This design comes from an exercise in tuning for small area and a short achievable clock period on the open sky130 flow, not from production work. Where RTL was checked, it was by simulation tests only, not by an equivalence proof against the original. Function not checked in runs 4 to 7: the RTL went through the layout flow alone. Power is estimated from default activity; no workload was simulated.

File: design.v
module float_adder(
    input   clk,
    input   rst,
    input   [31:0]  x,
    input   [31:0]  y,
    output  reg [31:0]  z,
    output  reg [1:0]   overflow  
);
    reg [24:0] m_x, m_y, m_z;
    reg [27:0] m_x_ext, m_y_ext, m_z_ext;
    reg [7:0] e_x, e_y, e_z;
    reg [2:0] s_x, s_y, s_z;
    reg [2:0] state_now;
    parameter S_start = 3'b000;
    parameter S_align = 3'b001;
    parameter S_add = 3'b010;
    parameter S_normal = 3'b011;
    parameter S_overflow = 3'b100;
    parameter S_zerocheck = 3'b101;
    parameter S_IDLE = 3'b110;
    wire [5:0] shift_bit;
    FHB32 fhb32_x(
        .x({4'b0, m_z_ext}),
        .high_bit(shift_bit)
    );
    always @(posedge clk or negedge rst) begin
        if (!rst) begin
            state_now <= S_start;
        end
        else begin
            case(state_now)
                S_start: begin
                    if ((x[30:23] == 8'd255 && x[22:0] != 0) || (y[30:23] == 8'd255 && y[22:0] != 0))
                        state_now <= S_overflow;
                    else if ((x[30:23] == 8'd255 && x[22:0] == 0) || (y[30:23] == 8'd255 && y[22:0] == 0))
                        state_now <= S_overflow;
                    else
                        state_now <= S_zerocheck;
                end
                S_zerocheck: begin
                    if ((m_x[22:0] == 0 && e_x == 8'b0) || (m_y[22:0] == 0 && e_y == 8'b0))
                        state_now <= S_overflow;
                    else
                        state_now <= S_align;
                end
                S_align: state_now <= S_add;
                S_add: begin
                    if (s_x != s_y && m_x_ext == m_y_ext)
                        state_now <= S_overflow;
                    else
                        state_now <= S_normal;
                end
                S_normal: state_now <= S_overflow;
                default: state_now <= S_IDLE;
            endcase
        end
    end
    always @(posedge clk) begin
        case(state_now)
            S_start: begin
                e_x <= x[30:23];
                e_y <= y[30:23];
                m_x <= {2'b01, x[22:0]};  
                m_y <= {2'b01, y[22:0]};
                s_x <= {2'b0, x[31]};
                s_y <= {2'b0, y[31]};
                if ((x[30:23] == 8'd255 && x[22:0] != 0) || (y[30:23] == 8'd255 && y[22:0] != 0)) begin
                    overflow <= 2'b11;
                    s_z <= 3'd1;
                    e_z <= 8'd255;
                    m_z <= 25'h7fffff;
                end
                else if ((x[30:23] == 8'd255 && x[22:0] == 0) || (y[30:23] == 8'd255 && y[22:0] == 0)) begin
                    overflow <= 2'b11;
                    s_z <= {2'b0, x[31]};
                    e_z <= 8'd255;
                    if ((x[30:23] == 8'd255 && x[22:0] == 0) && (y[30:23] == 8'd255 && y[22:0] == 0) && x[31] != y[31]) begin
                        m_z <= 25'h7fffff;
                    end else begin
                        m_z <= 25'b0;
                    end
                end
                else begin
                    overflow <= 2'b00;
                end
            end
            S_zerocheck: begin
                if (m_x[22:0] == 0 && e_x == 8'b0) begin
                    s_z <= s_y;
                    e_z <= e_y;
                    m_z <= m_y;
                end
                else if (m_y[22:0] == 0 && e_y == 8'b0) begin
                    s_z <= s_x;
                    e_z <= e_x;
                    m_z <= m_x;
                end
            end
            S_align: begin
                if (e_x == e_y) begin
                    e_z <= e_x;
                    m_x_ext <= {m_x[23:0], 3'b0};
                    m_y_ext <= {m_y[23:0], 3'b0};
                end else if (e_x < e_y) begin
                    e_z <= e_y;
                    m_x_ext <= {m_x >> (e_y - e_x), 3'b0};
                    m_y_ext <= {m_y[23:0], 3'b0};
                end else begin
                    e_z <= e_x;
                    m_x_ext <= {m_x[23:0], 3'b0};
                    m_y_ext <= {m_y >> (e_x - e_y), 3'b0};
                end
            end
            S_add: begin
                if (s_x == s_y) begin
                    m_z_ext <= m_x_ext + m_y_ext;
                    s_z <= s_x;
                end else begin
                    if (m_x_ext < m_y_ext) begin
                        m_z_ext <= m_y_ext - m_x_ext;
                        s_z <= s_y;
                    end else if (m_x_ext > m_y_ext) begin
                        m_z_ext <= m_x_ext - m_y_ext;
                        s_z <= s_x;
                    end else begin
                        m_z <= 25'd0;
                        e_z <= 8'd0;
                        s_z <= 3'd0;
                    end
                end
            end
            S_normal: begin
                if (m_z_ext[27] == 1'b1) begin
                    if (e_z == 8'd254) begin
                        s_z <= s_x;
                        e_z <= 8'd255;
                        m_z <= 0;
                        overflow <= 2'b01;
                    end else begin
                        m_z <= {1'b0, m_z_ext[26:4]};
                        e_z <= e_z + 8'b1;
                    end
                end else begin
                    if (m_z_ext[26] == 1'b0 && e_z >= 1) begin
                        m_z <= (m_z_ext << (6'd26 - shift_bit)) >> 3;
                        e_z <= e_z + shift_bit - 6'd26;
                    end
                    else begin
                        m_z <= m_z_ext[27:3];
                    end
                end
            end
            S_overflow: begin
                z <= {s_z[0], e_z[7:0], m_z[22:0]};
            end
            default: ;
        endcase
    end
endmodule
module FHB32(
    input [31:0] x,
    output reg [5:0] high_bit
);
    integer i;
    always @(*) begin
        high_bit = 0;
        for (i = 0; i < 32; i = i + 1)
            if (x[i] == 1'b1) high_bit = i[5:0];
    end
endmodule
File: run.sh
#!/bin/bash
# synth_recipe.tcl (not shown) runs the flow's synth.tcl, then flattens the netlist and writes it again
# the make line also repeats each setting of config.mk as NAME=value (left out here)
make -C /OpenROAD-flow-scripts/flow DESIGN_CONFIG=/design/flow/config.mk WORK_HOME=/design/flow/orfs CLKGATE_MAP_FILE= SYNTH_SCRIPT=/design/flow/synth_recipe.tcl finish
File: config.mk
export PLATFORM = sky130hd
export DESIGN_NAME = float_adder
export DESIGN_NICKNAME = float_adder
export VERILOG_FILES = /design/flow/design.v
export SDC_FILE = /design/flow/constraint.sdc
export NUM_CORES = 4
export LEC_CHECK = 0
export CAP_MARGIN = 20
export CORE_MARGIN = 2
export CORE_UTILIZATION = 40
export SLEW_MARGIN = 20
File: constraint.sdc
create_clock -name core_clock -period 5.0 [get_ports {clk}]
set_input_delay 1.0000 -clock core_clock [delete_from_list [all_inputs] [get_ports {clk}]]
set_output_delay 1.0000 -clock core_clock [all_outputs]
set_load 0.01 [all_outputs]
==> impl_metrics.tcl, run 1 <==
set metrics [dict create \
    status "no timing/DRC/antenna violations" \
    start_util_pct 40.5 \
    root_buffer "clkbuf_16" \
    ir_worst_vdd_mv 0.224 \
    fmax_ghz 0.221 \
    rsz0062_at_grt "false" \
    wl_per_cell_um 23.6 \
    place_ws_ps 481 \
    routabilityCongestion 1.01 \
    dp_cells 2528 \
    ant_nets 0 \
    grt-ovfl-total 0 \
    ios 100 \
    io_buffers 99 \
    htreeDepth 1 \
    min_period_over_period_pct 90.6 \
    yosysSeqAreaShare_pct 35.4 \
    skew_ps 15.2 \
    ys_types 107 \
    clk_latency_ps 550 \
    maxSlewViolCount 0 \
    critPathKind "reg2reg" \
    cp.arrival_ps 4870 \
    met3_length_mm 4.72 \
    core_sq_um 43100 \
    mostFrequentLayoutCells "edfxtp_1 (203), a21oi_1 (185), nand2_1 (166)" \
    crit_path_max_fanout 22 \
    relSlewSlack_pct 29.5 \
    track_usage_pct 26.4 \
    hold_viol_final 0 \
    layout_commonest_cell "edfxtp_1" \
    dr.pass1.iters 6 \
    fin_tns_setup_ps 0 \
    dieWidth_um 213 \
    place_area_sq_um 19000 \
    wl_met2_mm 28.1 \
    cts_max_path_buffers 3 \
    syn_inst 1929 \
    worst_slew_pin_slew_ps 1060 \
    initialDrtViolationCount 1806 \
    fill_cells 4101 \
    syn_nets 2108 \
    hold_path_class "reg2reg" \
    die_h_um 213 \
    cts_sinks 206 \
    yosys_warnings 2 \
    grt_pass1_vias 15100 \
    cts_tree "yes" \
    endpoint_kind "register" \
    min_period_ps 4530 \
    setup_viol 0 \
    dp_hpwl_mm 46.7 \
    highest_layer "met4" \
    num_vias 15900 \
    syn-cell-area_sq_um 17400 \
    fin_area_sq_um 19800 \
    cts_hold_buf 0 \
    diodes 0 \
    final_nets 2149 \
    startpoint_type "register" \
    die-area_sq_um 45300 \
    ys_ff_latch 206 \
    via_per_inst 6.18 \
    synth_area_per_cell_sq_um 9.04 \
    maxCapViolCount 0 \
    antenna_found_initial 1 \
    grt_max_degree 66 \
    wl_mm 60.7 \
    clk_pin_slew_ps 60 \
    leakage_nw 7.41 \
    rrSetupSlack_ps 470 \
    syn2layout_area_growth_pct 13.3 \
    rows 76 \
    synthFlopType "edfxtp_1" \
    cp.required_ps 5340 \
    drive_gt1_share_pct 9.61 \
    grt_pass1_wl_mm 91.5 \
    post_cts_buffers 0 \
    final_cells 2573 \
    power_mw 3.67 \
    async_flop_share_pct 1.46 \
    p_per_area_nw_per_um2 186 \
    setup_ws_ps 470 \
    wl_met1_mm 25.1 \
    cts_made_buffers 24 \
    synth_edf_count 203 \
    drc_errors 0 \
    cts_resized 0 \
]
through the flow:
stage | hold WS, ps | util, %
2_1_floorplan | 400 | -
3_3_place_gp | 402 | 44.0
3_5_place_dp | 406 | 44.1
4_1_cts | 419 | 45.8
5_1_grt | 426 | 45.9
6_report | 417 | 45.9
final timing paths:
| path | startpoint | to | depth (start not counted) |
|---|---|---|---|
| max in group asynchronous | rst | state_now[0]$_DFF_PN0_ | 1 |
| worst max register to register | e_x[0]$_DFFE_PP_ | m_x_ext[23]$_DFFE_PP_ | 12 |
| worst max-delay path | e_x[0]$_DFFE_PP_ | m_x_ext[23]$_DFFE_PP_ | 12 |
| min in group asynchronous | rst | state_now[1]$_DFF_PN0_ | 1 |
| worst min register to register | m_z[7]$_DFFE_PP_ | z[7]$_DFFE_PN_ | 0 |
| worst min-delay path | m_z[7]$_DFFE_PP_ | z[7]$_DFFE_PN_ | 0 |
layer usage:
metal / vias up / GRT usage, %
met4: 0 / 11.2
met3: 155 / 3.87
met1: 7569 / 35.1
met2: 847 / 43.0
met5: - / 0
li1: 7343 / -
layout make-up:
type | count | area (sq um) | share of cell area [%]
inverter | 129 | 492 | 2.49
clock inverter | 12 | 111 | 0.564
timing repair buffer | 138 | 1290 | 6.54
sequential | 206 | 6170 | 31.2
tap | 585 | 732 | 3.70
multi-input combinational | 1471 | 10300 | 52.2
clock buffer | 32 | 652 | 3.30
Yosys cell counts, types with 17 or more instances:
cell | n | share of area (%)
a21oi_1 | 187 | 5.4
o31ai_1 | 22 | 0.95
buf_2 | 20 | 0.57
mux2i_1 | 61 | 3.5
o21a_1 | 19 | 0.82
nor3_1 | 55 | 1.6
a21o_1 | 33 | 1.4
nor2_1 | 132 | 2.8
o221ai_1 | 19 | 0.95
inv_1 | 124 | 2.7
ha_1 | 107 | 7.7
o21bai_1 | 18 | 0.77
nor4_1 | 42 | 1.5
o211ai_1 | 21 | 0.90
a31oi_1 | 25 | 0.90
mux2_2 | 21 | 1.4
edfxtp_1 | 203 | 35
nand2_1 | 166 | 3.6
nand3_1 | 36 | 1.0
xnor2_1 | 29 | 1.5
mux4_2 | 19 | 2.5
a211oi_1 | 42 | 1.8
nor2b_1 | 23 | 0.82
clkbuf_1 | 84 | 1.8
o21ai_0 | 123 | 3.5
nand4_1 | 17 | 0.61
critical path, cell delays in order (launching register included):
cell and delay, ps:
edfxtp_1 460, inv_1 110, ha_2 180, inv_1 50, fa_1 460, a21o_1 210
a21oi_1 250, o21bai_1 120, a2111oi_0 630, o21bai_2 480, nor3_1 740, nand3_1 250
o21ai_0 370
report_power, final:
| group | leakage (nW) | switching, mW | total (mW) | internal [mW] |
|---|---|---|---|---|
| clock network | 0.371 | 0.709 | 1.72 | 1.01 |
| registers | 1.86 | 0.00000000110 | 1.88 | 1.88 |
| logic | 5.18 | 0.0192 | 0.0675 | 0.0482 |
| total | 7.41 | 0.728 | 3.67 | 2.94 |
kinds of logic after synthesis:
group,Yosys count,synth area share (%)
AO/OA/AOI/OAI,639,24.3
XOR/XNOR,43,2.31
adder cells (fa/ha/maj),113,8.36
buffers and inverters,252,5.92
flip-flops,206,35.4
multiplexers,102,7.40
AND/OR/NAND/NOR,574,16.3
sequential cells by signal, indices dropped and copies added, names as in the netlist:
register,cells
m_z,23
s_z,1
m_y,23
m_x_ext,24
s_x,1
m_y_ext,24
e_x,8
m_x,23
z,32
m_z_ext,25
state_now,3
s_y,1
overflow,2
e_y,8
e_z,8
==> run 2: changes to the inputs <==
==> design.v (replaced) <==
module float_adder(
    input   clk,
    input   rst,
    input   [31:0]  x,
    input   [31:0]  y,
    output  reg [31:0]  z,
    output  reg [1:0]   overflow  
);
    reg [1:0] cnt;
    always @(posedge clk or negedge rst) begin
        if (!rst)
            cnt <= 2'd0;
        else if (cnt != 2'd3)
            cnt <= cnt + 2'd1;
    end
    reg [31:0] xr, yr;
    always @(posedge clk) begin
        xr <= x;
        yr <= y;
    end
    wire [7:0] ex = xr[30:23], ey = yr[30:23];
    wire [22:0] mx = xr[22:0], my = yr[22:0];
    wire sx = xr[31], sy = yr[31];
    wire zx = (xr[30:0] == 31'd0);
    wire zy = (yr[30:0] == 31'd0);
    wire hx = ~zx;           
    wire hy = ~zy | zx;      
    wire x_big = xr[30:0] > yr[30:0];
    wire [7:0] dxy = ex - ey;
    wire [7:0] dyx = ey - ex;
    wire [7:0] de = x_big ? dxy : dyx;
    wire [22:0] m_big = x_big ? mx : my;        
    wire [23:0] s_sml = x_big ? {hy, my} : {hx, mx};
    wire [7:0]  e_big = x_big ? ex : ey;
    wire [23:0] s_al = (de[7:5] != 3'd0) ? 24'd0 : (s_sml >> de[4:0]);
    wire nanx = (ex == 8'd255) && (mx != 23'd0);
    wire nany = (ey == 8'd255) && (my != 23'd0);
    wire infx = (ex == 8'd255) && (mx == 23'd0);
    wire infy = (ey == 8'd255) && (my == 23'd0);
    wire spec = (ex == 8'd255) || (ey == 8'd255);
    wire ones = nanx || nany || (infx && infy && (sx != sy));
    wire sgn = spec ? (sx | nanx | nany) : (x_big ? sx : sy);
    reg [22:0] a_big;
    reg [23:0] a_sml;
    reg [7:0]  a_e;
    reg a_sgn, a_sub, a_spec, a_ones;
    always @(posedge clk) begin
        a_big  <= m_big;
        a_sml  <= s_al;
        a_e    <= e_big;
        a_sgn  <= sgn;
        a_sub  <= sx ^ sy;
        a_spec <= spec;
        a_ones <= ones;
    end
    wire [24:0] s_add = {1'b0, 1'b1, a_big} + {1'b0, a_sml};
    wire [24:0] s_sub = {1'b0, 1'b1, a_big} - {1'b0, a_sml};
    wire [24:0] s_res = a_sub ? {1'b0, s_sub[23:0]} : s_add;
    reg [24:0] m_sum;
    reg [7:0]  m_e;
    reg m_sgn, m_spec, m_ones;
    always @(posedge clk) begin
        if (cnt == 2'd2) begin
            m_sum  <= s_res;
            m_e    <= a_e;
            m_sgn  <= a_sgn;
            m_spec <= a_spec;
            m_ones <= a_ones;
        end
    end
    reg [4:0] lz;
    integer i;
    always @(*) begin
        lz = 5'd0;
        for (i = 0; i < 24; i = i + 1)
            if (m_sum[i]) lz = 5'd23 - i[4:0];
    end
    wire [4:0]  nsh = (m_e == 8'd0) ? 5'd0 : lz;
    wire [23:0] nrm = m_sum[23:0] << nsh;
    wire [7:0]  e_n = m_e - {3'd0, nsh};
    wire zero = (m_sum == 25'd0);
    wire ovf  = m_sum[24] && (m_e == 8'd254);
    always @(posedge clk) begin
        if (m_spec) begin
            z <= {m_sgn, 8'd255, {23{m_ones}}};
            overflow <= 2'b11;
        end else if (zero) begin
            z <= 32'd0;
            overflow <= 2'b00;
        end else if (m_sum[24]) begin
            z <= ovf ? {m_sgn, 8'd255, 23'd0} : {m_sgn, m_e + 8'd1, m_sum[23:1]};
            overflow <= {1'b0, ovf};
        end else begin
            z <= {m_sgn, e_n, nrm[22:0]};
            overflow <= 2'b00;
        end
    end
endmodule
--- a/config.mk
+++ b/config.mk
@@ -10,2 +10,3 @@
 export CORE_UTILIZATION = 40
+export SETUP_SLACK_MARGIN = 2.0
 export SLEW_MARGIN = 20
==> impl_metrics.tcl, run 2 <==
set metrics [dict create \
    status "no timing/DRC/antenna violations" \
    antenna_found_initial 0 \
    p_per_area_nw_per_um2 285 \
    cpPeakStageDelay_ps 360 \
    endpoint_kind "register" \
    fin_tns_setup_ps 0 \
    startpoint_type "register" \
    cts_sinks 195 \
    root_buffer "clkbuf_16" \
    async_flop_share_pct 1.03 \
    r2r-start "yr[23]$_DFF_P_" \
    mostFrequentLayoutCells "dfxtp_1 (122), buf_4 (114), clkdlybuf4s50_1 (99)" \
    seqCellArea_sq_um 4350 \
    relSlewSlack_pct 52.4 \
    fmax_ghz 0.285 \
    multi_input_area_sq_um 8400 \
    setup_ws_ps 1500 \
    dp_hpwl_mm 24.9 \
    cp.arrival_ps 3820 \
    cts_tree "yes" \
    leakage_nw 6.64 \
    yosys-top-cells-area "dfxtp_1 (26%), ha_1 (10%), edfxtp_1 (9.1%), mux2i_1 (6.8%), inv_1 (3.3%)" \
    core_sq_um 29500 \
    wl_per_cell_um 19.3 \
    hp-start "a_ones$_DFF_P_" \
    slowest_stage "fa_2" \
    syn2layout_area_growth_pct 38.4 \
    drc_errors 0 \
    grt_max_degree 47 \
    clk_pin_slew_ps 70 \
    skew_ps 11.3 \
    min_period_ps 3500 \
    cts_max_path_buffers 2 \
    ys_types 84 \
    ant_nets 0 \
    ys_ff_latch 195 \
    maxSlewViolCount 0 \
    hold_viol_final 0 \
    critPathLaunch "yr[23]$_DFF_P_" \
    drive_gt1_share_pct 30.2 \
    grt-ovfl-total 0 \
    fin_util_pct 56.0 \
    ir_worst_vdd_mv 0.190 \
    crit_chain "inv_2 > ha_4 > fa_2 > a211o_1 > o22a_4 > a41oi_4 > a21o_4 > buf_6 > mux2i_4 > buf_12 > buf_6 > mux2_4 > a21oi_4 > or2b_1 > o221ai_2" \
    maxCapViolCount 0 \
    routabilityCongestion 0.903 \
    synth_area_per_cell_sq_um 9.33 \
    synthFlopType "dfxtp_1" \
    clk_latency_ps 440 \
    ios 100 \
    setup_viol 0 \
    syn_nets 1445 \
    syn_inst 1279 \
    grt_pass1_vias 10200 \
    wl_mm 36.7 \
    synth_top_area_share_pct 26.3 \
    place_ws_ps 851 \
    cts_hold_buf 0 \
    cp.buffers_inverters 4 \
    num_vias 10700 \
    synth_edf_count 36 \
    worst_slew_pin_slew_ps 711 \
    die-area_sq_um 31200 \
    layout_commonest_cell "dfxtp_1" \
    cts_made_buffers 17 \
    hold_path_class "reg2reg" \
    yosysSeqAreaShare_pct 35.8 \
    via_per_inst 5.65 \
    largestRegisters "xr x32, yr x32, z x32" \
    yosysTopAreaCell "dfxtp_1" \
    crit_top_cell "buf_6" \
    synthTopCellsByCount "dfxtp_1 (157), inv_1 (105), ha_1 (95)" \
    yosys_warnings 1 \
    yosysMostFrequentCell "dfxtp_1" \
    start_util_pct 40.5 \
    crit_path_max_fanout 8 \
    htreeDepth 4 \
    crit_family "compound AO/OA/AOI/OAI gates" \
    dieWidth_um 177 \
    rsz0062_at_grt "true" \
    final_nets 1661 \
    fill_cells 2556 \
    track_usage_pct 22.5 \
    rows 63 \
    grt_pass1_wl_mm 55.0 \
    dr.pass1.iters 5 \
    io_buffers 99 \
    critPathKind "reg2reg" \
    min_period_over_period_pct 70.1 \
    initialDrtViolationCount 954 \
    syn-cell-area_sq_um 11900 \
    cp.required_ps 5320 \
    diodes 0 \
    die_h_um 177 \
]
==> run 2: worst paths after layout <==
kind,slack [ps],depth (start not counted),endpoint
max,1500,15,a_sml[0]$_SDFF_PP0_
min,400,0,m_ones$_DFFE_PN_
max reg2reg,1500,15,a_sml[0]$_SDFF_PP0_
min reg2reg,400,0,m_ones$_DFFE_PN_
max in group asynchronous,4170,1,cnt[0]$_DFFE_PN0P_
min in group asynchronous,710,1,cnt[1]$_DFFE_PN0P_
==> run 2: cell families after synthesis <==
group,after synthesis,synth area share (%)
simple gates,334,13.6
xor+xnor,43,3.34
flops,195,35.8
buf+inv,160,5.71
fa+ha+maj,100,10.8
compound gates,312,17.1
mux,135,13.7
==> run 2: metrics by stage <==
step                cell area, sq um  power, mW  instances  hold slack, ps
floorplan                      12200       2.68       1279             386
global placement               13500       2.95       1730             389
detailed placement             13500       2.95       1730             389
CTS                            15300       4.53       1837             404
global route                   16500       4.95       1898             411
finish                         16500       4.71       1898             404
==> run 2: routing by layer <==
metal | share of wire (%) | vias up | wire, um | global-route usage [%]
met5 | 0 | - | 0 | 0
li1 | - | 5085 | - | -
met4 | 5.2 | 0 | 1910 | 12.1
met1 | 41 | 5089 | 15000 | 27.3
met3 | 4.3 | 127 | 1570 | 3.24
met2 | 50 | 421 | 18200 | 38.6
==> run 2: layout make-up <==
class | instances | area share (%)
clock buffer | 21 | 2.73
clock inverter | 11 | 0.613
inverter | 108 | 2.53
multi-input combinational | 930 | 50.8
sequential | 195 | 26.3
tap | 390 | 2.95
timing repair buffer | 243 | 14.0
==> run 2: power by group <==
part           total, mW  internal (mW)  leakage (nW)  switching [mW]
clock               1.32          0.703         0.265           0.616
sequential          1.78           1.70          1.64          0.0746
combinational       1.62          0.790          4.73           0.826
total               4.71           3.20          6.64            1.52
==> run 2: repair_timing <==
| item | CTS | global route |
|---|---|---|
| pin swaps | 31 | 62 |
| gates cloned | 6 | 4 |
| gates resized for setup | 138 | 163 |
| setup buffers | 69 | 57 |
| endpoints found under the setup margin | 75 | 58 |
==> run 3: changes to the inputs <==
--- a/config.mk
+++ b/config.mk
@@ -10,3 +10,2 @@
 export CORE_UTILIZATION = 40
-export SETUP_SLACK_MARGIN = 2.0
 export SLEW_MARGIN = 20
==> impl_metrics.tcl, run 3 <==
set metrics [dict create \
    slowest_stage "mux4_1" \
    setup_viol 0 \
    largestRegisters "xr x32, yr x32, z x32" \
    setup_ws_ps 669 \
    dr.pass1.iters 5 \
    ios 100 \
    via_per_inst 5.46 \
    min_period_over_period_pct 86.6 \
    whs_endpoint "m_spec$_DFFE_PN_" \
    clk_pin_slew_ps 80 \
    ys_types 84 \
    track_usage_pct 20.2 \
    p_per_area_nw_per_um2 308 \
    dieWidth_um 177 \
    min_period_ps 4330 \
    root_buffer "clkbuf_16" \
    cp.depth 12 \
    cts_tree "yes" \
    syn_nets 1445 \
    cts_max_path_buffers 2 \
    routabilityCongestion 0.901 \
    clk_latency_ps 450 \
    core_sq_um 29500 \
    yosysTopAreaCell "dfxtp_1" \
    num_vias 9651 \
    status "no timing/DRC/antenna violations" \
    relSlewSlack_pct 37.9 \
    cp.required_ps 5300 \
    fin_area_sq_um 13900 \
    hold_path_class "reg2reg" \
    synth_top_area_share_pct 26.3 \
    async_flop_share_pct 1.03 \
    post_cts_buffers 0 \
    grt_max_degree 47 \
    r2r-end "a_sml[0]$_SDFF_PP0_" \
    cp.arrival_ps 4640 \
    antenna_found_initial 0 \
    grt-ovfl-total 0 \
    drc_errors 0 \
    dp_hpwl_mm 24.5 \
    power_mw 4.27 \
    initialDrtViolationCount 709 \
    yosysSeqAreaShare_pct 35.8 \
    hp-start "a_spec$_DFF_P_" \
    place_area_sq_um 13300 \
    die-area_sq_um 31200 \
    wl_mm 31.2 \
    grt_pass1_wl_mm 50.0 \
    synthTopCellsByCount "dfxtp_1 (157), inv_1 (105), ha_1 (95)" \
    io_buffers 99 \
    cts_sinks 195 \
    critPathKind "reg2reg" \
    rows 63 \
    synthFlopType "dfxtp_1" \
    crit_path_max_fanout 30 \
    cts_made_buffers 17 \
    ir_worst_vdd_mv 0.230 \
    yosys-top-cells-area "dfxtp_1 (26%), ha_1 (10%), edfxtp_1 (9.1%), mux2i_1 (6.8%), inv_1 (3.3%)" \
    fin_tns_setup_ps 0 \
    rsz0062_at_grt "false" \
    holdPathStages 0 \
    cpPeakStageDelay_ps 670 \
    crit_family "compound AO/OA/AOI/OAI gates" \
    hold_viol_final 0 \
    place_ws_ps 704 \
    endpoint_kind "register" \
    reg2regPathDepth 12 \
    start_util_pct 40.5 \
    synth_area_per_cell_sq_um 9.33 \
    startpoint_type "register" \
    maxSlewViolCount 0 \
    rrSetupSlack_ps 670 \
    diodes 0 \
    layout_commonest_cell "dfxtp_1" \
    htreeDepth 4 \
    drive_gt1_share_pct 8.43 \
    worst_slew_pin_slew_ps 928 \
    skew_ps 16.7 \
    grt_pass1_vias 9607 \
    cts_resized 0 \
    dp_cells 1734 \
    r2r-start "xr[26]$_DFF_P_" \
    fmax_ghz 0.231 \
    final_nets 1529 \
    cts_hold_buf 0 \
    ant_nets 0 \
    wl_per_cell_um 17.7 \
    syn-cell-area_sq_um 11900 \
    leakage_nw 5.80 \
    die_h_um 177 \
    maxCapViolCount 0 \
    syn2layout_area_growth_pct 16.4 \
    final_cells 1766 \
    synth_edf_count 36 \
    syn_inst 1279 \
    ys_ff_latch 195 \
    yosys_warnings 1 \
    crit_chain "inv_1 > ha_1 > and4_4 > a211o_1 > o22a_1 > a41oi_1 > a21o_4 > buf_4 > mux4_1 > mux2_2 > o21ai_0 > o221ai_2" \
    cp.buffers_inverters 2 \
    yosysMostFrequentCell "dfxtp_1" \
    mostFrequentLayoutCells "dfxtp_1 (157), inv_1 (105), clkdlybuf4s50_1 (99)" \
]
[run 3: cell counts after synthesis]
No cell type changed its count.
[run 3: how the worst max path moves through the flow]
| stage | start | endpoint | slack (ps) |
|---|---|---|---|
| final | xr[26]$_DFF_P_ | a_sml[0]$_SDFF_PP0_ | 670 |
| after global routing | xr[26]$_DFF_P_ | a_sml[0]$_SDFF_PP0_ | 420 |
| after CTS | xr[26]$_DFF_P_ | a_sml[0]$_SDFF_PP0_ | 690 |
| after detailed placement | xr[26]$_DFF_P_ | a_sml[0]$_SDFF_PP0_ | 700 |
| after global placement | xr[26]$_DFF_P_ | a_sml[9]$_SDFF_PP0_ | 810 |
| after floorplan | m_e[1]$_DFFE_PN_ | z[30]$_SDFF_PP1_ | 1330 |
[run 3: kinds of logic (layout without fill, tap and decap cells)]
family / after synthesis / after routing / synth area share (%)
AO/OA/AOI/OAI: 312 / 312 / 17.1
XOR/XNOR: 43 / 43 / 3.34
adder cells (fa/ha/maj): 100 / 100 / 10.8
buffers and inverters: 160 / 257 / 5.71
flip-flops: 195 / 195 / 35.8
multiplexers: 135 / 135 / 13.7
AND/OR/NAND/NOR: 334 / 334 / 13.6
[run 3: cell type report]
type / count / area, sq um
Multi-Input combinational cell: 924 / 7000
Fill cell: 2869 / 15600
Tap cell: 390 / 488
Sequential cell: 195 / 4270
Timing Repair Buffer: 117 / 1140
Clock buffer: 18 / 439
Clock inverter: 14 / 150
Inverter: 108 / 405
[run 3: report_power, final]
| group | leakage [nW] | internal, mW | switching, mW |
|---|---|---|---|
| clock network | 0.291 | 0.685 | 0.682 |
| logic | 3.87 | 0.504 | 0.629 |
| registers | 1.64 | 1.70 | 0.0721 |
| total | 5.80 | 2.89 | 1.38 |
[run 3: metal layers]
metal / global-route usage (%) / wire length, um / vias to the layer above
li1: - / - / 4799
met1: 25.3 / 14100 / 4501
met2: 34.4 / 14700 / 280
met3: 2.75 / 1190 / 71
met4: 9.37 / 1290 / 0
met5: 0 / 0 / -
[run 3: worst register-to-register path: stages (launching register included)]
cell and delay (ps):
dfxtp_1 380, inv_1 80, ha_1 480, and4_4 280
a211o_1 290, o22a_1 190, a41oi_1 210, a21o_4 390
buf_4 460, mux4_1 690, mux2_2 310, o21ai_0 300
o221ai_2 150
[run 3: through the flow]
step,hold slack [ps],utilization (%)
3_3_place_gp,388,45.1
4_1_cts,402,47.1
6_report,404,47.1
3_5_place_dp,389,45.1
2_1_floorplan,386,-
5_1_grt,400,47.1
==> run 4: changes to the inputs <==
==> design.v (replaced) <==
module float_adder(
    input   clk,
    input   rst,
    input   [31:0]  x,
    input   [31:0]  y,
    output  [31:0]  z,
    output  [1:0]   overflow  
);
    reg [1:0] cnt;
    always @(posedge clk or negedge rst) begin
        if (!rst)
            cnt <= 2'd0;
        else if (cnt != 2'd3)
            cnt <= cnt + 2'd1;
    end
    wire [7:0] ex = x[30:23], ey = y[30:23];
    wire [8:0] dxy = {1'b0, ex} - {1'b0, ey};
    wire [7:0] dyx = ey - ex;
    wire [7:0] ad = dxy[8] ? dyx : dxy[7:0];
    wire x_gt = (ex > ey) || ((ex == ey) && (x[22:0] > y[22:0]));
    reg [31:0] xr, yr;
    reg [4:0]  i_sh;
    reg        i_far, i_xb;
    always @(posedge clk) begin
        xr    <= x;
        yr    <= y;
        i_sh  <= ad[4:0];
        i_far <= ad[7:5] != 3'd0;
        i_xb  <= x_gt;
    end
    wire [7:0] rex = xr[30:23], rey = yr[30:23];
    wire [22:0] mx = xr[22:0], my = yr[22:0];
    wire sx = xr[31], sy = yr[31];
    wire zx = (xr[30:0] == 31'd0);
    wire zy = (yr[30:0] == 31'd0);
    wire hx = ~zx;           
    wire hy = ~zy | zx;      
    wire [22:0] m_big = i_xb ? mx : my;         
    wire [23:0] s_sml = i_xb ? {hy, my} : {hx, mx};
    wire [7:0]  e_big = i_xb ? rex : rey;
    wire [23:0] s_al  = i_far ? 24'd0 : (s_sml >> i_sh);
    wire ex1 = (rex == 8'd255), ey1 = (rey == 8'd255);
    wire nan  = (ex1 && (mx != 23'd0)) || (ey1 && (my != 23'd0));
    wire spec = ex1 || ey1;
    wire ones = nan || (ex1 && ey1 && (sx != sy));
    wire sgn = spec ? (sx | nan) : (i_xb ? sx : sy);
    reg [22:0] a_big;
    reg [23:0] a_sml;
    reg [7:0]  a_e;
    reg a_sgn, a_sub, a_spec, a_ones;
    always @(posedge clk) begin
        a_big  <= m_big;
        a_sml  <= s_al;
        a_e    <= e_big;
        a_sgn  <= sgn;
        a_sub  <= sx ^ sy;
        a_spec <= spec;
        a_ones <= ones;
    end
    wire [24:0] s_res = {2'b01, a_big} + ({1'b0, a_sml} ^ {25{a_sub}}) + {24'd0, a_sub};
    reg [24:0] m_sum;
    reg [7:0]  m_e;
    reg m_sgn, m_spec, m_ones;
    always @(posedge clk) begin
        if (cnt == 2'd2) begin
            m_sum  <= {s_res[24] & ~a_sub, s_res[23:0]};
            m_e    <= a_e;
            m_sgn  <= a_sgn;
            m_spec <= a_spec;
            m_ones <= a_ones;
        end
    end
    reg [4:0] lz;
    integer i;
    always @(*) begin
        lz = 5'd0;
        for (i = 0; i < 24; i = i + 1)
            if (m_sum[i]) lz = 5'd23 - i[4:0];
    end
    wire carry = m_sum[24];
    wire zero  = (m_sum == 25'd0);
    wire [4:0]  nsh = (m_e == 8'd0 || carry) ? 5'd0 : lz;
    wire [23:0] crs = m_sum[23:0] << {nsh[4:3], 3'b000};
    wire ovf = carry && (m_e == 8'd254);
    wire [7:0] e_res = carry ? m_e + 8'd1 : m_e - {3'd0, nsh};
    reg [23:0] n_m;
    reg [2:0]  n_sh;
    reg        n_car, n_ones, n_clr;
    reg [7:0]  n_e;
    reg        n_s;
    reg [1:0]  n_ov;
    always @(posedge clk) begin
        n_m    <= crs;
        n_sh   <= nsh[2:0];
        n_car  <= carry;
        n_ones <= m_spec & m_ones;
        n_clr  <= m_spec | ovf | zero;
        n_e    <= (m_spec | ovf) ? 8'd255 : (zero ? 8'd0 : e_res);
        n_s    <= zero & ~m_spec ? 1'b0 : m_sgn;
        n_ov   <= m_spec ? 2'b11 : {1'b0, ovf};
    end
    wire [23:0] fin = n_m << n_sh;
    reg [22:0] z_m;
    always @(posedge clk) begin
        if (n_ones)
            z_m <= {23{1'b1}};
        else if (n_clr)
            z_m <= 23'd0;
        else if (n_car)
            z_m <= n_m[23:1];
        else
            z_m <= fin[22:0];
    end
    assign z = {n_s, n_e, z_m};
    assign overflow = n_ov;
endmodule
==> impl_metrics.tcl, run 4 <==
set metrics [dict create \
    cp.required_ps 5380 \
    start_util_pct 40.9 \
    pwr-share-seq_pct 41.3 \
    routabilityCongestion 0.891 \
    multi_input_area_sq_um 6310 \
    synthFlopType "dfxtp_1" \
    maxCapViolCount 0 \
    layout_commonest_cell "dfxtp_1" \
    setup_viol 0 \
    crit_top_cell "ha_1" \
    clockPowerShare_pct 37.8 \
    grt_max_degree 44 \
    critPathKind "reg2reg" \
    rows 62 \
    syn_inst 1165 \
    yosysTopAreaCell "dfxtp_1" \
    dr.pass1.iters 5 \
    cp.arrival_ps 4250 \
    syn-cell-area_sq_um 11800 \
    drc_errors 0 \
    hold_viol_final 0 \
    ant_nets 0 \
    crit_path_max_fanout 5 \
    syn2layout_area_growth_pct 18.8 \
    wl_mm 26.4 \
    startpoint_type "register" \
    cts_hold_buf 0 \
    status "no timing/DRC/antenna violations" \
    slowest_stage "edfxtp_1" \
    cts_max_path_buffers 3 \
    syn_nets 1305 \
    cpPeakStageDelay_ps 500 \
    initialDrtViolationCount 536 \
    core_sq_um 28900 \
    cts_resized 0 \
    async_flop_share_pct 0.862 \
    synth_edf_count 36 \
    synth_area_per_cell_sq_um 10.1 \
    grt_pass1_wl_mm 43.1 \
    cts_made_buffers 26 \
    ys_ff_latch 232 \
    relSlewSlack_pct 37.6 \
    fmax_ghz 0.259 \
    skew_ps 24.7 \
    leakage_nw 5.66 \
    via_per_inst 5.18 \
    p_switching_mw 1.44 \
    drive_gt1_share_pct 10.7 \
    mostFrequentLayoutCells "dfxtp_1 (192), nand2_1 (103), clkdlybuf4s50_1 (99)" \
    htreeDepth 1 \
    fin_tns_setup_ps 0 \
    wl_per_cell_um 15.9 \
    ir_worst_vdd_mv 0.286 \
    antenna_found_initial 0 \
    rsz0062_at_grt "false" \
    largestRegisters "xr x32, yr x32, m_sum x25" \
    final_nets 1391 \
    yosysMostFrequentCell "dfxtp_1" \
    io_buffers 99 \
    clk_pin_slew_ps 60 \
    endpoint_kind "register" \
    combPwrFrac_pct 20.9 \
    post_cts_buffers 0 \
    min_period_over_period_pct 77.3 \
    maxSlewViolCount 0 \
    grt_pass1_vias 8372 \
    root_buffer "clkbuf_16" \
    die_h_um 176 \
    fill_cells 2709 \
    die-area_sq_um 30900 \
    seqCellArea_sq_um 5020 \
    hold_path_class "reg2reg" \
    crit_chain "nor2_1 > a211oi_1 > o311a_1 > nor3_1 > inv_1 > ha_1 > nor2b_1 > ha_1 > a21o_1 > a21oi_1 > o21ai_0 > o41ai_1 > xor2_1 > xnor2_1 > o21ai_1" \
    worst_slew_pin_slew_ps 934 \
    dp_hpwl_mm 20.8 \
    final_cells 1653 \
    track_usage_pct 17.1 \
    cts_tree "yes" \
    dieWidth_um 176 \
    ys_types 79 \
    clk_latency_ps 530 \
    diodes 0 \
    yosys-top-cells-area "dfxtp_1 (33%), edfxtp_1 (9.2%), ha_1 (7.4%), mux2i_1 (4.7%), mux4_2 (4.6%)" \
    num_vias 8561 \
    yosysSeqAreaShare_pct 42.5 \
    min_period_ps 3870 \
    whs_ps 408 \
    dp_cells 1607 \
    p_per_area_nw_per_um2 371 \
    swShare_pct 27.7 \
    synth_top_area_share_pct 32.9 \
    synthTopCellsByCount "dfxtp_1 (194), nand2_1 (103), nor2_1 (78)" \
    ios 100 \
    power.internal_mw 3.77 \
    yosys_warnings 1 \
    grt-ovfl-total 0 \
    cts_sinks 232 \
]
==> run 4: power groups by stage <==
stage          logic [mW]  registers (mW)  clock network (mW)
5_1_grt              1.22            2.16                2.10
2_1_floorplan       0.882            2.10                   0
4_1_cts              1.10            2.15                2.02
6_report             1.09            2.15                1.97
3_5_place_dp         1.09            2.19                   0
3_3_place_gp         1.09            2.19                   0
==> run 4: layout make-up <==
class                      instances  share of cell area, %
timing repair buffer             106                   7.44
tap                              384                   3.43
clock buffer                      37                   5.75
clock inverter                     9                  0.839
sequential                       232                   35.8
inverter                          66                   1.77
multi-input combinational        819                   45.0
==> run 4: path summary, 6_finish.rpt <==
check	start	end	slack (ps)	cells after the start
max	m_sum[7]$_DFFE_PN_	n_e[7]$_SDFF_PP1_	1130	15
max reg2reg	m_sum[7]$_DFFE_PN_	n_e[7]$_SDFF_PP1_	1130	15
min in group asynchronous	rst	cnt[0]$_DFFE_PN0P_	640	1
max in group asynchronous	rst	cnt[1]$_DFFE_PN0P_	4240	1
min reg2reg	a_spec$_DFF_P_	m_spec$_DFFE_PN_	410	0
min	a_spec$_DFF_P_	m_spec$_DFFE_PN_	410	0
==> run 4: metrics by stage <==
stage | total power, mW | setup slack [ps] | area, sq um | utilization [%]
CTS | 5.27 | 1120 | 14000 | 48.6
detailed placement | 3.28 | 1080 | 13100 | 45.4
finish | 5.21 | 1130 | 14000 | 48.6
global placement | 3.28 | 1160 | 13100 | 45.4
global route | 5.48 | 773 | 14000 | 48.6
floorplan | 2.98 | 1650 | 11800 | -
==> run 4: worst max-delay path: cells and delay by family (launching register included) <==
kind / cells / cell delay, ps
compound gates: 7 / 1370
xor+xnor: 2 / 370
fa+ha+maj: 2 / 550
buf+inv: 1 / 90
flops: 1 / 500
simple gates: 3 / 850
==> run 4: cells by family (layout without fill, tap and decap cells) <==
family / Yosys count / count (layout) / synth area share [%]
buffers and inverters: 114 / 218 / 4.08
AND/OR/NAND/NOR: 308 / 308 / 12.5
multiplexers: 123 / 123 / 13.7
XOR/XNOR: 57 / 57 / 4.23
adder cells (fa/ha/maj): 74 / 74 / 8.10
flip-flops: 232 / 232 / 42.5
AO/OA/AOI/OAI: 257 / 257 / 14.9
==> run 4: layer usage <==
layer / vias to the layer above / global-route usage, % / share of wire [%]
met5: - / 0 / 0
met4: 0 / 4.96 / 2.4
met3: 44 / 2.08 / 3.7
met2: 194 / 30.2 / 49
met1: 3950 / 21.9 / 45
li1: 4373 / - / -
==> run 5: changes to the inputs <==
--- a/config.mk
+++ b/config.mk
@@ -10,2 +10,3 @@
 export CORE_UTILIZATION = 40
+export SETUP_SLACK_MARGIN = 2.5
 export SLEW_MARGIN = 20
==> impl_metrics.tcl, run 5 <==
set metrics [dict create \
    grt_pass1_wl_mm 44.9 \
    grt_pass1_vias 8754 \
    synth_edf_count 36 \
    drc_errors 0 \
    power.internal_mw 3.79 \
    use_met3_pct 2.25 \
    yosysSeqAreaShare_pct 42.5 \
    rows 62 \
    use_met1_pct 21.9 \
    clockPowerShare_pct 33.9 \
    rsz0062_at_grt "true" \
    final_nets 1504 \
    syn-cell-area_sq_um 11800 \
    ir_worst_vdd_mv 0.254 \
    cts_sinks 232 \
    critPathKind "reg2reg" \
    via_per_inst 5.24 \
    wl_mm 29.1 \
    p_per_area_nw_per_um2 343 \
    maxCapViolCount 0 \
    cts_made_buffers 26 \
    grt-ovfl-total 0 \
    die_h_um 176 \
    num_vias 9258 \
    maxSlewViolCount 0 \
    worst_slew_pin_slew_ps 892 \
    hold_viol_final 0 \
    cts_tree "yes" \
    dp_hpwl_mm 20.3 \
    dieWidth_um 176 \
    relSlewSlack_pct 40.0 \
    busiest_layer "met2" \
    initialDrtViolationCount 589 \
    fill_cells 2561 \
    cpPeakStageDelay_ps 490 \
    leakage_nw 6.32 \
    cts_max_path_buffers 3 \
    slowest_stage "edfxtp_1" \
    skew_ps 17.7 \
    die-area_sq_um 30900 \
    htreeDepth 1 \
    layout_commonest_cell "dfxtp_1" \
    reg2regPathDepth 16 \
    clk_latency_ps 540 \
    startpoint_type "register" \
    syn_nets 1305 \
    clk_pin_slew_ps 60 \
    grt_max_degree 44 \
    status "no timing/DRC/antenna violations" \
    place_ws_ps 1320 \
    mostFrequentLayoutCells "dfxtp_1 (188), buf_4 (106), nand2_1 (97)" \
    combPwrFrac_pct 25.9 \
    fmax_ghz 0.297 \
    cp.required_ps 5380 \
    io_buffers 99 \
    holdPathStages 0 \
    drive_gt1_share_pct 28.3 \
    p_switching_mw 1.56 \
    core_sq_um 28900 \
    synthTopCellsByCount "dfxtp_1 (194), nand2_1 (103), nor2_1 (78)" \
    pwr-share-seq_pct 40.2 \
    crit_path_max_fanout 3 \
    routabilityCongestion 0.933 \
    cp.arrival_ps 3740 \
    fin_tns_setup_ps 0 \
    hold_path_class "reg2reg" \
    crit_chain "buf_4 > nor2_1 > o21ai_1 > a211o_1 > a31oi_4 > inv_2 > ha_4 > nor2b_4 > ha_4 > a21o_1 > a21oi_2 > o21ai_2 > o41ai_2 > xor2_1 > xnor2_1 > o21ai_1" \
    use_met2_pct 32.2 \
    antenna_found_initial 0 \
    min_period_over_period_pct 67.3 \
    dr.pass1.iters 8 \
    setup_ws_ps 1630 \
    yosys-top-cells-area "dfxtp_1 (33%), edfxtp_1 (9.2%), ha_1 (7.4%), mux2i_1 (4.7%), mux4_2 (4.6%)" \
    syn2layout_area_growth_pct 32.2 \
    ant_nets 0 \
    setup_viol 0 \
    yosysMostFrequentCell "dfxtp_1" \
    diodes 0 \
    synth_top_area_share_pct 32.9 \
    swShare_pct 29.1 \
    ys_ff_latch 232 \
    yosys_warnings 1 \
    synthFlopType "dfxtp_1" \
    async_flop_share_pct 0.862 \
    whs_ps 409 \
    wl_per_cell_um 16.5 \
    syn_inst 1165 \
    min_period_ps 3370 \
    endpoint_kind "register" \
    track_usage_pct 17.9 \
    root_buffer "clkbuf_16" \
    synth_area_per_cell_sq_um 10.1 \
    yosysTopAreaCell "dfxtp_1" \
    ios 100 \
    ys_types 79 \
    largestRegisters "xr x32, yr x32, m_sum x25" \
    start_util_pct 40.9 \
]
## run 5: cell counts after synthesis
Identical to the previous run, type by type.
## run 5: area by class of cell
class                           instances  area (sq um)  share of cell area (%)
Inverter                               66           263                    1.68
Clock buffer                           37           773                    4.96
Clock inverter                         10          61.3                   0.393
Timing Repair inverter                  2          10.0                  0.0642
Sequential cell                       232          5030                    32.2
Multi-Input combinational cell        819          7100                    45.5
Timing Repair Buffer                  217          1890                    12.1
Tap cell                              384           480                    3.08
## run 5: critical path: cells and delay by family (launching register included)
family | cells | cell delay [ps]
AOI/OAI and AO/OA | 8 | 1410
buffers and inverters | 2 | 270
DFF | 1 | 490
and+or+nand+nor | 2 | 240
xor gates and xnor gates | 2 | 330
adders and majority gates | 2 | 460
## run 5: cells by family after synthesis
| logic type | Yosys count | share of synthesized area, % |
|---|---|---|
| XOR/XNOR | 57 | 4.23 |
| flip-flops | 232 | 42.5 |
| buffers and inverters | 114 | 4.08 |
| adder cells (fa/ha/maj) | 74 | 8.10 |
| AND/OR/NAND/NOR | 308 | 12.5 |
| AO/OA/AOI/OAI | 257 | 14.9 |
| multiplexers | 123 | 13.7 |
## run 5: power by group through the flow
| stage | clock network [mW] | registers [mW] | logic, mW |
|---|---|---|---|
| final | 1.81 | 2.15 | 1.39 |
| after global routing | 1.93 | 2.16 | 1.50 |
| after CTS | 1.85 | 2.15 | 1.22 |
| after detailed placement | 0 | 2.19 | 1.08 |
| after global placement | 0 | 2.19 | 1.08 |
| after floorplan | 0 | 2.10 | 0.905 |
## run 5: what timing repair did
item | CTS | global route
pin swaps | 55 | 43
hold buffers | 0 | 0
setup endpoints to repair | 45 | 38
cloned | 0 | 2
buffers inserted | 63 | 48
gates resized for setup | 143 | 80
## run 5: routing by layer
| metal | routed length, um | share of wire, % | vias to the layer above |
|---|---|---|---|
| met3 | 1060 | 3.6 | 74 |
| met4 | 978 | 3.4 | 0 |
| li1 | - | - | 4612 |
| met2 | 14600 | 50 | 256 |
| met1 | 12400 | 43 | 4316 |
| met5 | 0 | 0 | - |
## run 5: worst paths after layout
check	startpoint	endpoint	slack (ps)
hold reg to reg	a_e[0]$_DFF_P_	m_e[0]$_DFFE_PN_	410
hold / removal	a_e[0]$_DFF_P_	m_e[0]$_DFFE_PN_	410
setup reg to reg	m_sum[5]$_DFFE_PN_	n_e[7]$_SDFF_PP1_	1630
max in group asynchronous	rst	cnt[0]$_DFFE_PN0P_	4250
setup / recovery	m_sum[5]$_DFFE_PN_	n_e[7]$_SDFF_PP1_	1630
min in group asynchronous	rst	cnt[1]$_DFFE_PN0P_	640
## run 5: per-stage QoR
stage	util (%)	instances	cell area (sq um)	power [mW]
floorplan	-	1165	12000	3.01
global placement	45.8	1607	13200	3.27
detailed placement	45.8	1607	13200	3.27
CTS	51.9	1717	15000	5.22
global route	54.1	1767	15600	5.60
finish	54.1	1767	15600	5.35
==> run 6: changes to the inputs <==
==> design.v (replaced) <==
module float_adder(
    input   clk,
    input   rst,
    input   [31:0]  x,
    input   [31:0]  y,
    output  [31:0]  z,
    output  [1:0]   overflow  
);
    reg [1:0] cnt;
    always @(posedge clk or negedge rst) begin
        if (!rst)
            cnt <= 2'd0;
        else if (cnt != 2'd3)
            cnt <= cnt + 2'd1;
    end
    wire [8:0] d = {1'b0, x[30:23]} - {1'b0, y[30:23]};
    wire x_gt = x[30:0] > y[30:0];       
    reg [31:0] xr, yr;
    reg [8:0]  i_d;
    reg        i_xb;
    always @(posedge clk) begin
        xr   <= x;
        yr   <= y;
        i_d  <= d;
        i_xb <= x_gt;
    end
    wire [7:0] ex = xr[30:23], ey = yr[30:23];
    wire [22:0] mx = xr[22:0], my = yr[22:0];
    wire sx = xr[31], sy = yr[31];
    wire sub = sx ^ sy;
    wire neg = i_d[8];                   
    wire zx = (xr[30:0] == 31'd0);
    wire zy = (yr[30:0] == 31'd0);
    wire hx = ~zx;           
    wire hy = ~zy | zx;      
    wire [23:0] s_sml = i_xb ? {hy, my} : (neg ? {1'b0, hx, mx[22:1]} : {hx, mx});
    wire [4:0]  sh    = i_d[4:0] ^ {5{neg}};
    wire        far   = neg ? (i_d[7:5] != 3'b111) : (i_d[7:5] != 3'b000);
    wire [23:0] s_al  = far ? 24'd0 : (s_sml >> sh);
    wire [22:0] m_big = i_xb ? mx : my;         
    wire [7:0]  e_big = i_xb ? ex : ey;
    wire ex1 = (ex == 8'd255), ey1 = (ey == 8'd255);
    wire nan  = (ex1 && (mx != 23'd0)) || (ey1 && (my != 23'd0));
    wire spec = ex1 || ey1;
    wire ones = nan || (ex1 && ey1 && sub);
    wire sgn = spec ? (sx | nan) : (i_xb ? sx : sy);
    reg [22:0] a_big;
    reg [23:0] a_sml;
    reg [7:0]  a_e;
    reg a_sgn, a_sub, a_spec, a_ones;
    always @(posedge clk) begin
        a_big  <= m_big;
        a_sml  <= s_al ^ {24{sub}};
        a_e    <= e_big;
        a_sgn  <= sgn;
        a_sub  <= sub;
        a_spec <= spec;
        a_ones <= ones;
    end
    wire [25:0] s_res = {2'b01, a_big, 1'b1} + {a_sub, a_sml, a_sub};
    wire [24:0] sum = {s_res[25] & ~a_sub, s_res[24:1]};
    reg [24:0] m_sum;
    reg [7:0]  m_ep1;        
    reg m_sgn, m_spec, m_ones;
    always @(posedge clk) begin
        if (cnt == 2'd2) begin
            m_sum  <= sum;
            m_ep1  <= a_e + 8'd1;
            m_sgn  <= a_sgn;
            m_spec <= a_spec;
            m_ones <= a_ones;
        end
    end
    wire e0 = (m_ep1 == 8'd1);
    wire [24:0] lzin = {m_sum[24], m_sum[23] | e0, m_sum[22:0]};
    reg [4:0] k;
    integer i;
    always @(*) begin
        k = 5'd0;
        for (i = 0; i < 25; i = i + 1)
            if (lzin[i]) k = 5'd24 - i[4:0];
    end
    wire [23:0] crs  = m_sum[23:0] << {k[4:3], 3'b000};
    wire zero = (m_sum == 25'd0);
    wire ovf  = m_sum[24] && (m_ep1 == 8'd255);
    reg [23:0] n_m;
    reg [4:0]  n_k;
    reg [7:0]  n_ep1;
    reg        n_ones, n_clr, n_e255, n_e0;
    reg        n_s;
    reg [1:0]  n_ov;
    always @(posedge clk) begin
        n_m    <= crs;
        n_k    <= k;
        n_ep1  <= m_ep1;
        n_ones <= m_spec & m_ones;
        n_clr  <= m_spec | ovf;
        n_e255 <= m_spec | ovf;
        n_e0   <= zero & ~m_spec;
        n_s    <= (zero & ~m_spec) ? 1'b0 : m_sgn;
        n_ov   <= m_spec ? 2'b11 : {1'b0, ovf};
    end
    wire [23:0] fin = n_m << n_k[2:0];
    reg [22:0] z_m;
    reg [7:0]  z_e;
    always @(posedge clk) begin
        z_m <= n_ones ? {23{1'b1}} : (n_clr ? 23'd0 : fin[23:1]);
        z_e <= n_e255 ? 8'd255 : (n_e0 ? 8'd0 : n_ep1 - {3'd0, n_k});
    end
    assign z = {n_s, z_e, z_m};
    assign overflow = n_ov;
endmodule
==> impl_metrics.tcl, run 6 <==
set metrics [dict create \
    cp.required_ps 5270 \
    syn_nets 1310 \
    synth_edf_count 36 \
    die-area_sq_um 31600 \
    grt-ovfl-total 0 \
    root_buffer "clkbuf_16" \
    ir_worst_vdd_mv 0.276 \
    largestRegisters "xr x32, yr x32, m_sum x25" \
    grt_pass1_wl_mm 44.6 \
    grt_pass1_vias 8675 \
    yosys-top-cells-area "dfxtp_1 (34%), edfxtp_1 (9.0%), mux2i_1 (6.6%), ha_1 (6.5%), mux2_2 (5.9%)" \
    drive_gt1_share_pct 20.8 \
    place_ws_ps 1480 \
    synth_top_area_share_pct 34.3 \
    dp_hpwl_mm 20.9 \
    startpoint_type "register" \
    clockPowerShare_pct 33.2 \
    critPathKind "reg2reg" \
    cts_tree "yes" \
    syn2layout_area_growth_pct 26.5 \
    drc_errors 0 \
    power_mw 5.73 \
    met3_length_um 903 \
    p_switching_mw 1.71 \
    die_h_um 178 \
    ant_nets 0 \
    clk_pin_slew_ps 60 \
    wl_per_cell_um 16.3 \
    endpoint_kind "register" \
    ios 100 \
    rrSetupSlack_ps 2300 \
    combPwrFrac_pct 27.3 \
    hold_path_class "reg2reg" \
    yosysSeqAreaShare_pct 43.7 \
    layout_commonest_cell "dfxtp_1" \
    fmax_ghz 0.370 \
    pwr-share-seq_pct 39.4 \
    dieWidth_um 178 \
    async_flop_share_pct 0.816 \
    cts_hold_buf 0 \
    swShare_pct 29.8 \
    crit_path_max_fanout 5 \
    crit_family "compound AO/OA/AOI/OAI gates" \
    synthFlopType "dfxtp_1" \
    cpPeakStageDelay_ps 450 \
    grt_max_degree 53 \
    diodes 0 \
    synthTopCellsByCount "dfxtp_1 (207), mux2i_1 (79), nor2_1 (71)" \
    via_per_inst 5.18 \
    slowest_stage "o41ai_4" \
    setup_ws_ps 2300 \
    min_period_over_period_pct 54.0 \
    initialDrtViolationCount 511 \
    cts_max_path_buffers 3 \
    htreeDepth 1 \
    core_sq_um 29600 \
    dr.pass1.iters 5 \
    synth_area_per_cell_sq_um 10.2 \
    min_period_ps 2700 \
    routabilityCongestion 0.851 \
    wl_met2_mm 14.0 \
    final_nets 1437 \
    yosys_warnings 1 \
    syn_inst 1178 \
    mostFrequentLayoutCells "dfxtp_1 (191), clkdlybuf4s50_1 (96), mux2i_1 (76)" \
    yosysTopAreaCell "dfxtp_1" \
    cts_made_buffers 27 \
    syn-cell-area_sq_um 12100 \
    leakage_nw 6.09 \
    wl_met1_mm 12.2 \
    ys_ff_latch 245 \
    status "no timing/DRC/antenna violations" \
    cp.arrival_ps 2970 \
    cts_sinks 245 \
    relSlewSlack_pct 39.3 \
    fin_tns_setup_ps 0 \
    highest_layer "met4" \
    crit_chain "ha_4 > a211o_1 > a21oi_2 > a2bb2oi_2 > o21ai_2 > o41ai_4 > o311a_1 > o21bai_1 > a21oi_1 > xor2_1" \
    hold_viol_final 0 \
    yosysMostFrequentCell "dfxtp_1" \
    power.internal_mw 4.02 \
    maxCapViolCount 0 \
    p_per_area_nw_per_um2 375 \
    worst_slew_pin_slew_ps 909 \
    skew_ps 19.7 \
    start_util_pct 40.7 \
    io_buffers 99 \
    num_vias 8890 \
    ys_types 72 \
    antenna_found_initial 0 \
    track_usage_pct 17.5 \
    rows 63 \
    fill_cells 2717 \
    cp.buffers_inverters 0 \
    rsz0062_at_grt "true" \
    clk_latency_ps 540 \
    wl_mm 28.0 \
    setup_viol 0 \
    maxSlewViolCount 0 \
]
==> run 6: path summary, 6_finish.rpt <==
kind,cells after the start,startpoint,to
worst max-delay path,10,a_sml[6]$_DFF_P_,m_sum[23]$_DFFE_PN_
worst min-delay path,0,m_ep1[3]$_DFFE_PN_,n_ep1[3]$_DFF_P_
worst max register to register,10,a_sml[6]$_DFF_P_,m_sum[23]$_DFFE_PN_
worst min register to register,0,m_ep1[3]$_DFFE_PN_,n_ep1[3]$_DFF_P_
max in group asynchronous,1,rst,cnt[0]$_DFFE_PN0P_
min in group asynchronous,1,rst,cnt[1]$_DFFE_PN0P_
==> run 6: logic make-up (layout without fill, tap and decap cells) <==
logic type	count (synthesis)	in the layout	share of synthesized area [%]
DFF	245	245	43.7
AOI/OAI and AO/OA	256	256	14.6
muxes	152	152	14.3
buffers and inverters	118	266	3.87
xor gates and xnor gates	66	66	4.91
and+or+nand+nor	275	275	11.6
adders and majority gates	66	66	7.03
==> run 6: power groups by stage <==
stage	Combinational [mW]	Sequential [mW]	Clock (mW)
after floorplan	1.03	2.24	0
after global placement	1.31	2.30	0
after detailed placement	1.32	2.30	0
after CTS	1.45	2.25	1.95
after global routing	1.71	2.27	2.03
final	1.56	2.26	1.90
==> run 6: timing repair <==
| action | in CTS | in global routing |
|---|---|---|
| pin swaps | 40 | 39 |
| gates resized for setup | 76 | 61 |
| setup endpoints to repair | 46 | 48 |
| buffers inserted | 19 | 16 |
| cloned | 0 | 1 |
==> run 6: cell type report <==
| type | count | area, sq um | area share (%) |
|---|---|---|---|
| timing repair buffer | 147 | 1420 | 9.28 |
| sequential | 245 | 5310 | 34.8 |
| inverter | 69 | 264 | 1.73 |
| clock buffer | 36 | 729 | 4.78 |
| clock inverter | 14 | 140 | 0.918 |
| multi-input combinational | 815 | 6920 | 45.3 |
| tap | 390 | 488 | 3.20 |
==> run 6: layer usage <==
layer	up-vias	GRT usage (%)
met1	4129	21.1
met5	-	0
met2	179	32.0
met3	59	2.38
met4	0	5.53
li1	4523	-
==> run 6: through the flow <==
stage,instance area (sq um),instances,utilization [%],hold slack [ps]
after CTS,14900,1699,50.1,399
after global placement,13500,1630,45.5,384
after floorplan,12100,1178,-,370
after global routing,15300,1716,51.5,409
after detailed placement,13500,1630,45.5,385
final,15300,1716,51.5,396
==> run 7: changes to the inputs <==
--- a/config.mk
+++ b/config.mk
@@ -10,3 +10,2 @@
 export CORE_UTILIZATION = 40
-export SETUP_SLACK_MARGIN = 2.5
 export SLEW_MARGIN = 20
==> impl_metrics.tcl, run 7 <==
set metrics [dict create \
    status "no timing/DRC/antenna violations" \
    async_flop_share_pct 0.816 \
    wl_met1_mm 12.0 \
    crit_path_max_fanout 44 \
    root_buffer "clkbuf_16" \
    swShare_pct 28.6 \
    fin_area_sq_um 14300 \
    die_h_um 178 \
    dieWidth_um 178 \
    skew_ps 15.9 \
    synth-adder-area-share_pct 7.03 \
    dr.pass1.iters 5 \
    min_period_ps 3330 \
    wl_per_cell_um 16.1 \
    slowest_stage "dfxtp_2" \
    grt_pass1_wl_mm 43.5 \
    dp_cells 1630 \
    io_buffers 99 \
    yosys-top-cells-area "dfxtp_1 (34%), edfxtp_1 (9.0%), mux2i_1 (6.6%), ha_1 (6.5%), mux2_2 (5.9%)" \
    whs_ps 404 \
    wl_met2_mm 13.2 \
    synth_area_per_cell_sq_um 10.2 \
    combPwrFrac_pct 23.7 \
    synth_edf_count 36 \
    syn2layout_area_growth_pct 18.9 \
    power.internal_mw 3.96 \
    grt_max_degree 45 \
    grt_pass1_vias 8543 \
    p_switching_mw 1.58 \
    synthTopCellsByCount "dfxtp_1 (207), mux2i_1 (79), nor2_1 (71)" \
    setup_ws_ps 1670 \
    pwr-share-seq_pct 40.8 \
    holdPathStages 0 \
    mostFrequentLayoutCells "dfxtp_1 (205), clkdlybuf4s50_1 (99), mux2i_1 (79)" \
    rsz0062_at_grt "false" \
    yosysMostFrequentCell "dfxtp_1" \
    cp.arrival_ps 3730 \
    clockPowerShare_pct 35.4 \
    initialDrtViolationCount 502 \
    cts_max_path_buffers 3 \
    yosysSeqAreaShare_pct 43.7 \
    synth-compound-area-share_pct 14.6 \
    final_nets 1401 \
    track_usage_pct 17.0 \
    maxSlewViolCount 0 \
    num_vias 8713 \
    syn_inst 1178 \
    dp_hpwl_mm 21.2 \
    cp.required_ps 5400 \
    ys_ff_latch 245 \
    ant_nets 0 \
    endpoint_kind "register" \
    met3_length_um 951 \
    drive_gt1_share_pct 12.1 \
    cts_tree "yes" \
    syn_nets 1310 \
    yosys_warnings 1 \
    place_ws_ps 1080 \
    via_per_inst 5.20 \
    highest_layer "met4" \
    relSlewSlack_pct 31.4 \
    leakage_nw 5.82 \
    p_per_area_nw_per_um2 386 \
    clk_pin_slew_ps 60 \
    post_cts_buffers 0 \
    ys_types 72 \
    antenna_found_initial 0 \
    setup_viol 0 \
    cpPeakStageDelay_ps 1010 \
    layout_commonest_cell "dfxtp_1" \
    diodes 0 \
    clk_latency_ps 530 \
    hold_path_class "reg2reg" \
    place_area_sq_um 13400 \
    crit_chain "inv_1 > nand2_1 > nand3_1 > nor2_1 > a221o_1 > a21oi_1 > xnor2_1" \
    start_util_pct 40.7 \
    ios 100 \
    startpoint_type "register" \
    syn-cell-area_sq_um 12100 \
    synth_top_family_by_area "compound AO/OA/AOI/OAI gates" \
    cts_sinks 245 \
    synthFlopType "dfxtp_1" \
    wl_mm 27.1 \
    cts_resized 0 \
    worst_slew_pin_slew_ps 1030 \
    yosys.area_share.simple_pct 11.6 \
    fin_tns_setup_ps 0 \
    synth_top_area_share_pct 34.3 \
    ir_worst_vdd_mv 0.262 \
    fmax_ghz 0.301 \
    rows 63 \
    die-area_sq_um 31600 \
    power_mw 5.54 \
    final_cells 1677 \
    synth_mux_area_share_pct 14.3 \
    reg2regPathDepth 7 \
    min_period_over_period_pct 66.5 \
    core_sq_um 29600 \
    htreeDepth 1 \
    fin_util_pct 48.4 \
    cts_hold_buf 0 \
    rrSetupSlack_ps 1670 \
    maxCapViolCount 0 \
    grt-ovfl-total 0 \
    fill_cells 2806 \
    critPathKind "reg2reg" \
    largestRegisters "xr x32, yr x32, m_sum x25" \
    yosysTopAreaCell "dfxtp_1" \
    synth_xor_area_share_pct 4.91 \
    cts_made_buffers 26 \
    routabilityCongestion 0.956 \
    drc_errors 0 \
    hold_viol_final 0 \
]
## run 7: changes by cell type in the layout (fill, tap and decap cells not counted), sizes merged
cell and change:
buf -35, dlygate4sd2 -3, clkdlybuf4s50 +3, bufinv +1
inv +3, clkinvlp -5, clkbuf -3
## run 7: layer usage
| metal | global-route usage [%] | vias up |
|---|---|---|
| met4 | 5.70 | 0 |
| met1 | 20.9 | 4022 |
| met2 | 30.7 | 178 |
| met5 | 0 | - |
| li1 | - | 4447 |
| met3 | 2.21 | 66 |
## run 7: power groups by stage
stage	Combinational, mW	Sequential [mW]	Clock (mW)
6_report	1.31	2.26	1.96
3_5_place_dp	1.29	2.31	0
4_1_cts	1.30	2.26	2.01
3_3_place_gp	1.29	2.30	0
5_1_grt	1.46	2.28	2.10
2_1_floorplan	1.02	2.24	0
## run 7: area by class of cell
type                       instances  area (sq um)  share of cell area (%)
clock buffer                      33           738                    5.14
inverter                          69           259                    1.81
timing repair buffer             112          1090                    7.61
sequential                       245          5280                    36.8
clock inverter                    13           153                    1.06
tap                              390           488                    3.40
multi-input combinational        815          6340                    44.2
## run 7: final timing paths
| check | start | to |
|---|---|---|
| hold / removal | m_ep1[3]$_DFFE_PN_ | n_ep1[3]$_DFF_P_ |
| setup / recovery | i_d[8]$_DFF_P_ | a_sml[1]$_DFF_P_ |
| hold reg to reg | m_ep1[3]$_DFFE_PN_ | n_ep1[3]$_DFF_P_ |
| max in group asynchronous | rst | cnt[0]$_DFFE_PN0P_ |
| setup reg to reg | i_d[8]$_DFF_P_ | a_sml[1]$_DFF_P_ |
| min in group asynchronous | rst | cnt[1]$_DFFE_PN0P_ |
## run 7: worst max-delay path: cells and delay by family (launching register included)
kind	cells	cell delay, ps
compound gates	2	290
xor+xnor	1	120
buf+inv	1	370
flops	1	1010
simple gates	3	1390
## run 7: logic make-up (layout without fill, tap and decap cells)
group	count (synthesis)	in the layout
buf+inv	118	227
simple gates	275	275
compound gates	256	256
xor+xnor	66	66
mux	152	152
fa+ha+maj	66	66
flops	245	245

-- re-timing with driven ports --
How much do the figures lean on ideal ports? The routed layouts below were timed once more, with nothing changed but the port constraints.
Step 1 sets driving cells, clkbuf_16 on the clock port and buf_2 on the other inputs (assumed; they add their load-dependent delay and slew).
Step 2 times the ports against the registers' clock, not the clock port: input delays grow and output delays shrink by t, the midpoint of the rising clock arrivals with the driver on.
Slacks: ideal ports / drivers / drivers and shift; pairs: ideal ports / drivers.
run	t (ns)	slack for setup (ns)	hold slack, ns	worst data-port slew with drivers (ns)
run 1	0.601	0.470 / 0.470 / 0.470	0.417 / 0.417 / 0.417	0.07
run 2	0.485	1.497 / 1.497 / 1.497	0.404 / 0.404 / 0.404	0.03
run 3	0.487	0.669 / 0.669 / 0.669	0.404 / 0.404 / 0.404	0.04
run 4	0.569	1.134 / 1.134 / 1.087	0.408 / 0.408 / 0.408	0.03
run 5	0.577	1.634 / 1.634 / 1.634	0.409 / 0.409 / 0.409	0.07
run 6	0.576	2.299 / 2.299 / 2.013	0.396 / 0.396 / 0.396	0.04
run 7	0.571	1.674 / 1.674 / 1.226	0.404 / 0.404 / 0.404	0.04
After both steps setup and hold are still met in every run listed. The setup slack of run 7, which loses most, moves by 0.000 ns with the drivers and by -0.448 ns with both steps.
